This design comes from an exercise in tuning for small area, a short achievable clock period and few clock cycles on the open sky130 flow, not from production work. In this exercise RTL edits were held to simulation tests only and were not proved equivalent to the original. Power and IR drop assume default switching activity.

$ cat design.v
module circuit(input clk, nrst, in_valid, out_ack, start, input logic [7:0] in_data,
               output logic in_ack, out_valid, ready, output logic [7:0] out_data);
  localparam logic [3:0] C_END = 4'b0000, C_DOT = 4'b0001, C_COM = 4'b0010,
                         C_LB  = 4'b0100, C_RB  = 4'b0101,
                         C_INC = 4'b1000, C_DEC = 4'b1001,
                         C_RT  = 4'b1100, C_LT  = 4'b1101;
  localparam int NSTK = 3;     
  localparam int NLST = 3;     
  localparam int NPAIR = 10;   
  logic st_ready, st_run, st_read, st_skipf, st_skipb, st_fin;
  logic [7:0] pc, h, sp, depth;
  logic [7:0] acc;
  logic       wv;                   
  logic [3:0][3:0] win;             
  logic       lv;                   
  logic [3:0] lcode;
  logic [7:0] laddr;
  logic [7:0] lsp;
  logic [NLST-1:0][7:0] lstk;
  logic [3:0] enc;
  always_comb begin
    case (in_data)
      8'h2b: enc = C_INC;
      8'h2d: enc = C_DEC;
      8'h3e: enc = C_RT;
      8'h3c: enc = C_LT;
      8'h2e: enc = C_DOT;
      8'h2c: enc = C_COM;
      8'h5b: enc = C_LB;
      8'h5d: enc = C_RB;
      default: enc = C_END;
    endcase
  end
  logic [7:0][31:0][3:0] pm;        
  logic [7:0][3:0] po;              
  logic [7:0][4:0] pbrow;           
  always_comb
    for (int b = 0; b < 8; b++) po[b] = pm[b][pbrow[b]];
  always_ff @(posedge clk)
    for (int b = 0; b < 8; b++)
      for (int r = 0; r < 32; r++)
        if (lv && laddr == {r[4:0], b[2:0]}) pm[b][r] <= lcode;
  logic [NPAIR-1:0]      pv;
  logic [NPAIR-1:0][7:0] pkey, ptgt;
  logic       phit;
  logic [7:0] ptarget;
  always_comb begin
    phit = 1'b0;
    ptarget = 8'd0;
    for (int i = 0; i < NPAIR; i++)
      if (pv[i] && pkey[i] == pc) begin
        phit = 1'b1;
        ptarget = ptarget | ptgt[i];
      end
  end
  logic [15:0][15:0][7:0] tape;     
  logic [15:0][7:0] to;             
  logic [15:0][3:0] tbrow;          
  logic       twe;
  logic [7:0] twd;
  always_comb
    for (int b = 0; b < 16; b++) to[b] = tape[b][tbrow[b]];
  always_ff @(posedge clk)
    for (int b = 0; b < 16; b++)
      for (int r = 0; r < 16; r++)
        if (st_ready || (twe && h == {r[3:0], b[3:0]}))
          tape[b][r] <= st_ready ? 8'd0 : twd;
  logic [3:0] isA, isM, A, M, act, stp;
  logic [4:0] noh;                  
  logic [8:0] dsel, ksel;           
  logic       anyM, full;
  logic       opDOT, opCOM, opLB, opRB;
  logic [8:0][7:0] acck, hk, hkm4, hkp8;
  logic [8:0] zk;
  logic [7:0] cellp, hmove, hm4move;
  logic [3:0] trow1move;
  logic [15:0] hoh16, toh;          
  logic [7:0] tsel;
  logic       zero;
  always_comb begin
    for (int j = 0; j < 4; j++) begin
      isA[j] = win[j][3:2] == 2'b10;
      isM[j] = win[j][3:2] == 2'b11;
    end
    A[0] = isA[0];
    M[0] = isM[0];
    for (int j = 1; j < 4; j++) begin
      A[j] = A[j-1] & isA[j];
      M[j] = isM[j] & (A[j-1] | M[j-1]);
    end
    act = A | M;
    stp[0] = !act[0];
    for (int j = 1; j < 4; j++) stp[j] = act[j-1] & !act[j];
    noh = {act[3], stp};
    full = act[3];
    anyM = |M;
    opDOT = 1'b0; opCOM = 1'b0; opLB = 1'b0; opRB = 1'b0;
    for (int j = 0; j < 4; j++) begin
      opDOT = opDOT | (stp[j] && win[j] == C_DOT);
      opCOM = opCOM | (stp[j] && win[j] == C_COM);
      opLB  = opLB  | (stp[j] && win[j] == C_LB);
      opRB  = opRB  | (stp[j] && win[j] == C_RB);
    end
    dsel = 9'b000010000;
    ksel = 9'b000010000;
    for (int j = 0; j < 4; j++) begin
      if (A[j]) dsel = win[j][0] ? (dsel >> 1) : (dsel << 1);
      if (M[j]) ksel = win[j][0] ? (ksel >> 1) : (ksel << 1);
    end
    for (int k = 0; k < 9; k++) begin
      acck[k] = acc + 8'(k - 4);
      hk[k] = h + 8'(k - 4);
      hkm4[k] = h + 8'(k - 8);
      hkp8[k] = h + 8'(k + 8);
      zk[k] = acc == 8'(4 - k);
    end
    cellp = 8'd0;
    hmove = 8'd0;
    hm4move = 8'd0;
    trow1move = 4'd0;
    zero = 1'b0;
    for (int k = 0; k < 9; k++) begin
      cellp = cellp | ({8{dsel[k]}} & acck[k]);
      hmove = hmove | ({8{ksel[k]}} & hk[k]);
      hm4move = hm4move | ({8{ksel[k]}} & hkm4[k]);
      trow1move = trow1move | ({4{ksel[k]}} & hkp8[k][7:4]);
      zero = zero | (dsel[k] & zk[k]);
    end
    for (int b = 0; b < 16; b++) hoh16[b] = h[3:0] == b[3:0];
    toh = 16'd0;
    for (int k = 0; k < 9; k++)
      for (int b = 0; b < 16; b++)
        if (ksel[k]) toh[b] = toh[b] | hoh16[(b - k + 4) & 15];
    tsel = 8'd0;
    for (int b = 0; b < 16; b++) tsel = tsel | ({8{toh[b]}} & to[b]);
  end
  logic stk_ok;
  logic [NSTK-1:0][7:0] stka;
  logic [NSTK-1:0][3:0][3:0] stkw;
  assign stk_ok = sp != 8'd0 && sp <= NSTK;
  logic [5:0][7:0] pck;
  logic [5:0][4:0] pck1;            
  logic [4:0] nsel;                 
  logic [7:0] pcoh8, soh;           
  logic [4:0][3:0] w5;              
  logic [7:0] pcA, pcB;             
  logic [4:0] prA, prB;
  logic [7:0] pcX;                  
  logic [4:0] prX;
  logic [7:0][4:0] pbA, pbB, pbX, pbrow_n;
  logic [15:0][3:0] tbrow_n;
  logic [7:0] pc_n, h_n, acc_n, depth_n;
  logic [3:0][3:0] win_n;
  logic       wv_n;
  logic       ex, plain, use1, useS, useT, skipf, skipb, endrun, takeB;
  logic       push, pop, popb, dot;
  logic       fin_n, run_n, read_n, skipf_n, skipb_n, ready_n;
  always_comb begin
    for (int j = 0; j < 6; j++) begin
      pck[j] = pc + 8'(j);
      pck1[j] = pck[j][7:3] + 5'd1;
    end
    pcX = st_skipb ? pc - 8'd1 : opRB ? stka[0] : ptarget;
    prX = pcX[7:3] + 5'd1;
    ex    = st_run && wv;
    plain = full | anyM;
    use1  = opCOM || (!plain && ((opDOT && !out_valid) || (opRB && zero) || (opLB && !zero)));
    useS  = !plain && opRB && !zero && stk_ok;
    useT  = !plain && opLB && zero && stp[0] && phit;
    skipb = !plain && opRB && !zero && !stk_ok;
    skipf = !plain && opLB && zero && stp[0] && !phit;
    endrun = !plain && !opDOT && !opCOM && !opLB && !opRB;
    push  = ex && !plain && opLB && !zero;
    pop   = ex && !plain && opRB && zero;
    dot   = ex && !plain && opDOT && !out_valid;
    popb  = st_skipb && wv && win[0] == C_LB && depth == 8'd1;
    takeB = (ex && use1) || (st_skipf && wv);
    nsel = ex ? noh : 5'b00001;
    for (int m = 0; m < 8; m++) pcoh8[m] = pc[2:0] == m[2:0];
    soh = 8'd0;
    for (int a = 0; a < 5; a++)
      for (int m = 0; m < 8; m++)
        if (nsel[a]) soh[m] = soh[m] | pcoh8[(m - a) & 7];
    for (int j = 0; j < 5; j++) begin
      w5[j] = 4'd0;
      for (int m = 0; m < 8; m++)
        w5[j] = w5[j] | ({4{soh[m]}} & po[(m + j) & 7]);
    end
    pcA = 8'd0; pcB = 8'd0; prA = 5'd0; prB = 5'd0;
    for (int a = 0; a < 5; a++) begin
      pcA = pcA | ({8{nsel[a]}} & pck[a]);
      pcB = pcB | ({8{nsel[a]}} & pck[a+1]);
      prA = prA | ({5{nsel[a]}} & pck1[a]);
      prB = prB | ({5{nsel[a]}} & pck1[a+1]);
    end
    for (int b = 0; b < 8; b++) begin
      pbA[b] = pcA[7:3];
      pbB[b] = pcB[7:3];
      pbX[b] = pcX[7:3];
      for (int m = b + 1; m < 8; m++) begin
        if (pcA[2:0] == m[2:0]) pbA[b] = prA;
        if (pcB[2:0] == m[2:0]) pbB[b] = prB;
        if (pcX[2:0] == m[2:0]) pbX[b] = prX;
      end
    end
    if (takeB) begin
      pc_n = pcB;
      pbrow_n = pbB;
      win_n = w5[4:1];
    end else begin
      pc_n = pcA;
      pbrow_n = pbA;
      win_n = w5[3:0];
    end
    tbrow_n = tbrow;
    wv_n = 1'b1;
    h_n = h;
    acc_n = acc;
    depth_n = depth;
    run_n = st_run;
    read_n = st_read;
    skipf_n = st_skipf;
    skipb_n = st_skipb;
    fin_n = st_fin;
    twe = ex;
    twd = cellp;
    if (st_ready) begin
      pc_n = 8'd0;
      pbrow_n = '0;
      h_n = 8'd0;
      for (int b = 0; b < 16; b++) tbrow_n[b] = (b >= 12) ? 4'd15 : 4'd0;
      acc_n = 8'd0;
      wv_n = 1'b0;
      run_n = start;
    end
    if (ex) begin
      h_n = hmove;
      for (int b = 0; b < 16; b++) begin
        tbrow_n[b] = hm4move[7:4];
        for (int m = b + 1; m < 16; m++)
          if (hm4move[3:0] == m[3:0]) tbrow_n[b] = trow1move;
      end
      acc_n = ksel[4] ? cellp : tsel;
      depth_n = 8'd0;
      if (useS) begin
        pc_n = pcX;
        pbrow_n = pbX;
        win_n = stkw[0];
      end else if (useT) begin
        pc_n = pcX;
        pbrow_n = pbX;
        wv_n = 1'b0;
      end
      if (opCOM) begin run_n = 1'b0; read_n = 1'b1; end
      else if (plain) ;
      else if (skipb) begin run_n = 1'b0; skipb_n = 1'b1; wv_n = 1'b0; end
      else if (skipf) begin run_n = 1'b0; skipf_n = 1'b1; end
      else if (endrun) begin run_n = 1'b0; fin_n = 1'b1; end
    end
    if (st_read && in_valid) begin
      acc_n = in_data;
      read_n = 1'b0;
      run_n = 1'b1;
    end
    if (st_skipf && wv) begin
      if (win[0] == C_LB) depth_n = depth + 8'd1;
      else if (win[0] == C_RB) begin
        depth_n = depth - 8'd1;
        if (depth == 8'd1) begin skipf_n = 1'b0; run_n = 1'b1; end
      end
    end
    if (st_skipb) begin
      pc_n = pcX;
      pbrow_n = pbX;
      if (wv) begin
        if (win[0] == C_RB) depth_n = depth + 8'd1;
        else if (win[0] == C_LB) begin
          depth_n = depth - 8'd1;
          if (depth == 8'd1) begin
            pc_n = pcB;
            pbrow_n = pbB;
            wv_n = 1'b0;
            skipb_n = 1'b0;
            run_n = 1'b1;
          end
        end
      end
    end
    ready_n = st_ready && !start;
    if (fin_n && (!out_valid || out_ack)) begin
      fin_n = 1'b0;
      ready_n = 1'b1;
    end
  end
  always_ff @(posedge clk or negedge nrst)
    if (!nrst) begin
      st_ready <= 1'b1;
      st_run <= 1'b0;
      st_read <= 1'b0;
      st_skipf <= 1'b0;
      st_skipb <= 1'b0;
      st_fin <= 1'b0;
      ready <= 1'b1;
      in_ack <= 1'b1;
      out_valid <= 1'b0;
      wv <= 1'b0;
      pc <= 8'd0;
      h <= 8'd0;
      acc <= 8'd0;
      sp <= 8'd0;
      depth <= 8'd0;
      lv <= 1'b0;
      laddr <= 8'd0;
      lsp <= 8'd0;
      pv <= '0;
    end else begin
      st_ready <= ready_n;
      st_run <= run_n;
      st_read <= read_n;
      st_skipf <= skipf_n;
      st_skipb <= skipb_n;
      st_fin <= fin_n;
      ready <= ready_n;
      in_ack <= ready_n || read_n;
      out_valid <= (out_valid && !out_ack) || dot;
      wv <= wv_n;
      pc <= pc_n;
      h <= h_n;
      acc <= acc_n;
      depth <= depth_n;
      if (st_ready) sp <= 8'd0;
      else if (push) sp <= sp + 8'd1;
      else if (pop || popb) sp <= sp - 8'd1;
      lv <= st_ready && in_valid;
      if (!st_ready) begin
        laddr <= 8'd0;
        lsp <= 8'd0;
      end else if (lv) begin
        laddr <= laddr + 8'd1;
        if (lcode == C_LB) lsp <= lsp + 8'd1;
        else if (lcode == C_RB) lsp <= lsp - 8'd1;
      end
      if (lv && laddr == 8'd0) pv <= '0;
      else if (lv && lcode == C_RB && lsp != 8'd0 && lsp <= NLST)
        pv <= {pv[NPAIR-2:0], 1'b1};
    end
  always_ff @(posedge clk) begin
    win <= win_n;
    pbrow <= pbrow_n;
    tbrow <= tbrow_n;
    lcode <= enc;
    if (dot) out_data <= cellp;
    if (push && sp < NSTK) begin
      stka[0] <= pcB;
      stkw[0] <= w5[4:1];
      for (int i = 1; i < NSTK; i++) begin
        stka[i] <= stka[i-1];
        stkw[i] <= stkw[i-1];
      end
    end else if (pop && sp <= NSTK)
      for (int i = 0; i < NSTK - 1; i++) begin
        stka[i] <= stka[i+1];
        stkw[i] <= stkw[i+1];
      end
    if (lv && lcode == C_LB && lsp < NLST) begin
      lstk[0] <= laddr;
      for (int i = 1; i < NLST; i++) lstk[i] <= lstk[i-1];
    end else if (lv && lcode == C_RB && lsp != 8'd0 && lsp <= NLST)
      for (int i = 0; i < NLST - 1; i++) lstk[i] <= lstk[i+1];
    if (lv && lcode == C_RB && lsp != 8'd0 && lsp <= NLST) begin
      pkey[0] <= lstk[0];
      ptgt[0] <= laddr + 8'd1;
      for (int i = 1; i < NPAIR; i++) begin
        pkey[i] <= pkey[i-1];
        ptgt[i] <= ptgt[i-1];
      end
    end
  end
endmodule
$ cat flow/run.sh
#!/bin/bash
# The standard layout (the standard.sh, unchanged synthesis and steps), with timing
# repair asked to leave 6.75 ns of setup slack at the design's clock period.
set -euo pipefail
bash standard.sh SETUP_SLACK_MARGIN=6.75 finish > standard_make.log 2>&1
$ cat standard.sh
#!/bin/bash
# synth_recipe.tcl (not shown) runs the flow's synth.tcl, then flattens the netlist and writes it again
# the make line also repeats each setting of config.mk as NAME=value (left out here)
make -C /OpenROAD-flow-scripts/flow DESIGN_CONFIG=/design/flow/config.mk WORK_HOME=/design/flow/orfs CLKGATE_MAP_FILE= SYNTH_SCRIPT=/design/flow/synth_recipe.tcl "${@:-finish}"
$ cat config.mk
export PLATFORM = sky130hd
export DESIGN_NAME = circuit
export DESIGN_NICKNAME = circuit
export VERILOG_FILES = /design/flow/design.v
export SDC_FILE = /design/flow/constraint.sdc
export NUM_CORES = 4
export LEC_CHECK = 0
export CAP_MARGIN = 20
export CORE_MARGIN = 2
export CORE_UTILIZATION = 60
export CTS_CLUSTER_DIAMETER = 70
export CTS_CLUSTER_SIZE = 24
export PLACE_DENSITY = 0.72
export SLEW_MARGIN = 20
$ cat constraint.sdc
create_clock -name core_clock -period 10.0 [get_ports {clk}]
set_input_delay 2.0000 -clock core_clock [delete_from_list [all_inputs] [get_ports {clk}]]
set_output_delay 2.0000 -clock core_clock [all_outputs]
set_load 0.01 [all_outputs]
==> implementation parameters <==
Parameter                              Value

Global route
  Pin count of the biggest net entering global routing    113
  Global routing usage summed across all routing layers    0.344
  First-pass GRT wire length    621000 um
  Initial antenna violation count    21
  Overflow left after global routing    0
  Vias in the first global route    84573

Clocking
  Number of buffers created by CTS    186
  Clock insertion delay at the later pin of the skew report    0.91 ns
  # H-tree levels    4
  Number of buffers on the longest clock path    3
  Clock tree from TritonCTS    yes
  Clock Sinks    3536
  Clock transition at path regs    0.10 ns
  Root Buffer Master    clkbuf_16

Synth
  Area fraction in and, or, nand and nor cells after synthesis    0.0441
  Post-synthesis compound-gate area fraction    0.0603
  Primary FF master, synth    edfxtp_1
  Yosys Warn Count    1
  Largest family of logic cells by synthesized area    multiplexers
  Top post-synthesis cells by area    edfxtp_1 68%, mux4_2 14%, o21bai_1 1.3%
  Synthesized-area fraction occupied by adder cells    0.00703
  Flip-flop and latch count after synthesis    3536
  Number of instances in the synthesized netlist    8326
  Mean area per synthesized cell    18.0 sq um
  XOR/XNOR Fraction of Synth Area    0.0135
  Mapped Area    150000 sq um
  Synth cell types    110
  Cell taking the most area after synthesis    edfxtp_1
  Post-synthesis mux area share    0.156
  Top-area cell type share of the netlist area    0.682
  Async S/R FF share, synth    0.0215
  Seq/Total Area, Yosys    0.702
  Number of enable flip-flop cells after synthesis    3400
  Number of nets in the synthesized netlist    8422

Critical path
  Highest net fanout along the worst path    6
  CP Data Required Time    10.72 ns
  CP Buf/Inv Count    9
  List of cells traversed by the critical path    buf_12, xor2_4, a211o_1, a31o_4, buf_6, buf_6, buf_6, buf_6, a32oi_1, nand4_1, buf_6, buf_4, nor3_4, buf_12, buf_6, or2_4, nor2_4, o31a_1, a211oi_2
  Launching element type of the critical path    register
  Cell mode on critical path    buf_6
  Standard cell with the maximum stage delay on the critical path    a211oi_2
  Arrival @ worst endpoint    4.74 ns
  Type of destination of the critical path    register
  Kind of cell adding the most delay to the critical path    compound AO/OA/AOI/OAI gates
  Worst Setup Path Type    reg2reg
  CP max stage delay    0.61 ns

Drt
  Number of design-rule violations left by the first detailed-router iteration    15103
  Post-route DRC violation count    0
  Average wire length per cell after detail routing    37.3 um
  Sum of routed wire length over all layers    463000 um
  Via-per-instance ratio    7.24
  Via total after detailed routing    89972
  Post-detailed-route count of antenna-violating nets    0
  Length of the first detailed-routing pass in iterations    10

Cells and area
  Layout net count    9061
  Area growth from synthesis to layout    18.5%
  Fraction of final layout cells sized beyond drive strength 1    0.358
  Leading cell type in the layout, fill and taps excluded    edfxtp_1
  Post-Layout Cell Count    12419
  Highest-count cells in the layout ignoring fill and taps    3400 x edfxtp_1, 962 x mux4_2, 444 x nor2_1

Placement
  Number of input and output port buffers inserted    23
  Estimated wirelength of the detail-placed design    253000 um
  Placer Congestion    0.953
  Placed cell count    11331

Die
  Initial Util    0.603
  Die Area    254000 sq um
  Area inside the core boundary    248000 sq um
  Total I/O pin count    24
  DIE HEIGHT    504 um
  Site row count    183
  Width of the die    504 um

Power and ir drop
  Power share of the clock group    0.146
  Net Sw Power    22900 uW
  Worst supply voltage drop on vdd    0.297 mV
  Part of the power in registers    0.360
  Static leakage    0.0553 uW
  Sw Share    0.387
  Portion of total power attributed to combinational logic    0.493
  Internal    36100 uW
  Power per Cell Area    333 nW/um^2

Worst hold path
  Class of the most critical hold timing path    reg2reg

Outcome
  Status  timing/DRC/antenna clean

Timing
  Shortest period the worst path allows    4.02 ns
  Slew Viols, Final    0
  FMAX    0.249 GHz
  Total negative slack    0 ns
  Finish-stage setup viols    0
  Fin Clk Skew    0.0592 ns
  Fin. Hold Viols    0
  Transition at the pin with the smallest max-transition slack    1.33 ns
  RSZ-0062 raised after global routing    yes
  Tightest slew margin relative to the limit    0.111
  Fin crit share    0.402

Flow run
  Max capacitance violation total    0
-- state kept, by name (all words and copies together) (netlist names), 40 cells and up --
name   count
pbrow     40
pkey      80
pm      1024
ptgt      80
stkw      48
tape    2048
tbrow     64
-- synthesized netlist by cell type, drive strengths merged (23+ instances only) --
cell type / n
mux4: 962
a22o: 33
xnor2: 182
dfxtp: 60
and2: 56
a31oi: 33
nand2: 442
dfrtp: 74
and3: 33
mux2: 59
nand3: 114
nand4: 37
o211ai: 60
a22oi: 64
a211oi: 40
inv: 82
o21bai: 263
nor2b: 32
ha: 81
mux2i: 99
o221ai: 46
o22ai: 126
xor2: 49
nor4: 46
nor2: 496
clkbuf: 356
nor3: 82
a21oi: 169
edfxtp: 3400
o21ai: 163
a221oi: 59
buf: 207
or2: 23
-- through the flow --
step           total power (uW)  hold WS, ns  cell area, sq um   util  worst slack [ns]
4_1_cts                   54900        0.443            172000  0.693              6.27
2_1_floorplan             33300        0.422            150000      -              3.59
3_5_place_dp              40600        0.434            154000  0.620              4.10
6_report                  59000        0.441            177000  0.714              5.98
5_1_grt                   60200        0.460            177000  0.714              6.03
3_3_place_gp              40200        0.429            154000  0.620              3.98
-- cell type report --
cell class                 count  area [sq um]
multi-input combinational   4160         48000
tap                         3330          4170
inverter                      87           374
clock inverter                67           920
timing repair buffer         994         13700
sequential                  3536        105000
clock buffer                 233          4980
fill                       14474         71000
antenna                       12          30.0
-- timing repair --
action | in CTS | in global routing
gates cloned | 111 | 94
hold endpoints to repair | 0 | 0
hold buffers | 0 | 0
pin swaps | 186 | 141
endpoints found under the setup margin | 4536 | 3595
setup buffers | 425 | 145
gates resized for setup | 1439 | 463
-- power groups by stage --
stage / Sequential (uW) / Combinational [uW] / Clock, uW
detailed placement: 21600 / 19000 / 0
global placement: 21500 / 18700 / 0
floorplan: 20800 / 12500 / 0
CTS: 21200 / 25000 / 8670
global route: 21300 / 29700 / 9160
finish: 21200 / 29100 / 8640
-- metal layers --
metal | vias to the layer above | GRT usage | routed length [um]
met3 | 1296 | 0.0887 | 61500
met5 | - | 0 | 277
met2 | 6786 | 0.514 | 209000
met4 | 14 | 0.120 | 24500
met1 | 46640 | 0.500 | 168000
li1 | 35236 | - | -
-- path summary, 6_finish.rpt --
path                           from        end  slack (ns)  cells past startpoint
max in group asynchronous      nrst     acc[2]        7.51                      2
max                          win[4]  pbrow[19]        5.98                     19
max reg2reg                  win[4]  pbrow[19]        5.98                     19
min reg2reg                ptgt[11]   ptgt[19]        0.44                      0
min                        ptgt[11]   ptgt[19]        0.44                      0
min in group asynchronous      nrst     lsp[2]        1.05                      1
-- cells by family (layout without fill, tap and decap cells) --
group                    after synthesis  after routing
AO/OA/AOI/OAI                       1267           1268
XOR/XNOR                             231            231
adder cells (fa/ha/maj)               83             83
buffers and inverters                650           1381
flip-flops                          3536           3536
multiplexers                        1120           1120
other                                  0             12
AND/OR/NAND/NOR                     1439           1458
Testbench counts, summed over its fixed seeds: cycles 234,471.

[port drivers added, routing unchanged]
The flow's constraints put no driver on any port. The routed layout listed below was extracted and timed again, unchanged, in two steps.
Step 1 sets driving cells, clkbuf_16 on the clock port and buf_2 on the other inputs (assumed; they add their load-dependent delay and slew).
Step 2 adds t to the input delays and takes it off the output delays; t is the mean of the earliest and latest rising clock arrival at the registers after step 1. Input paths then give back, and output paths get back, about the clock's delay inside the block.
Slacks: ideal ports / drivers / drivers and shift; pairs: ideal ports / drivers.
t (ns): 0.970
setup WS [ns]: 5.976 / 5.976 / 5.597
worst setup path after step 2: input to register
worst slew at a driven data input, ns: 0.15
After both steps this run still meets setup and hold. For this run, drivers alone change the setup slack by 0.000 ns; drivers and shift together by -0.379 ns.
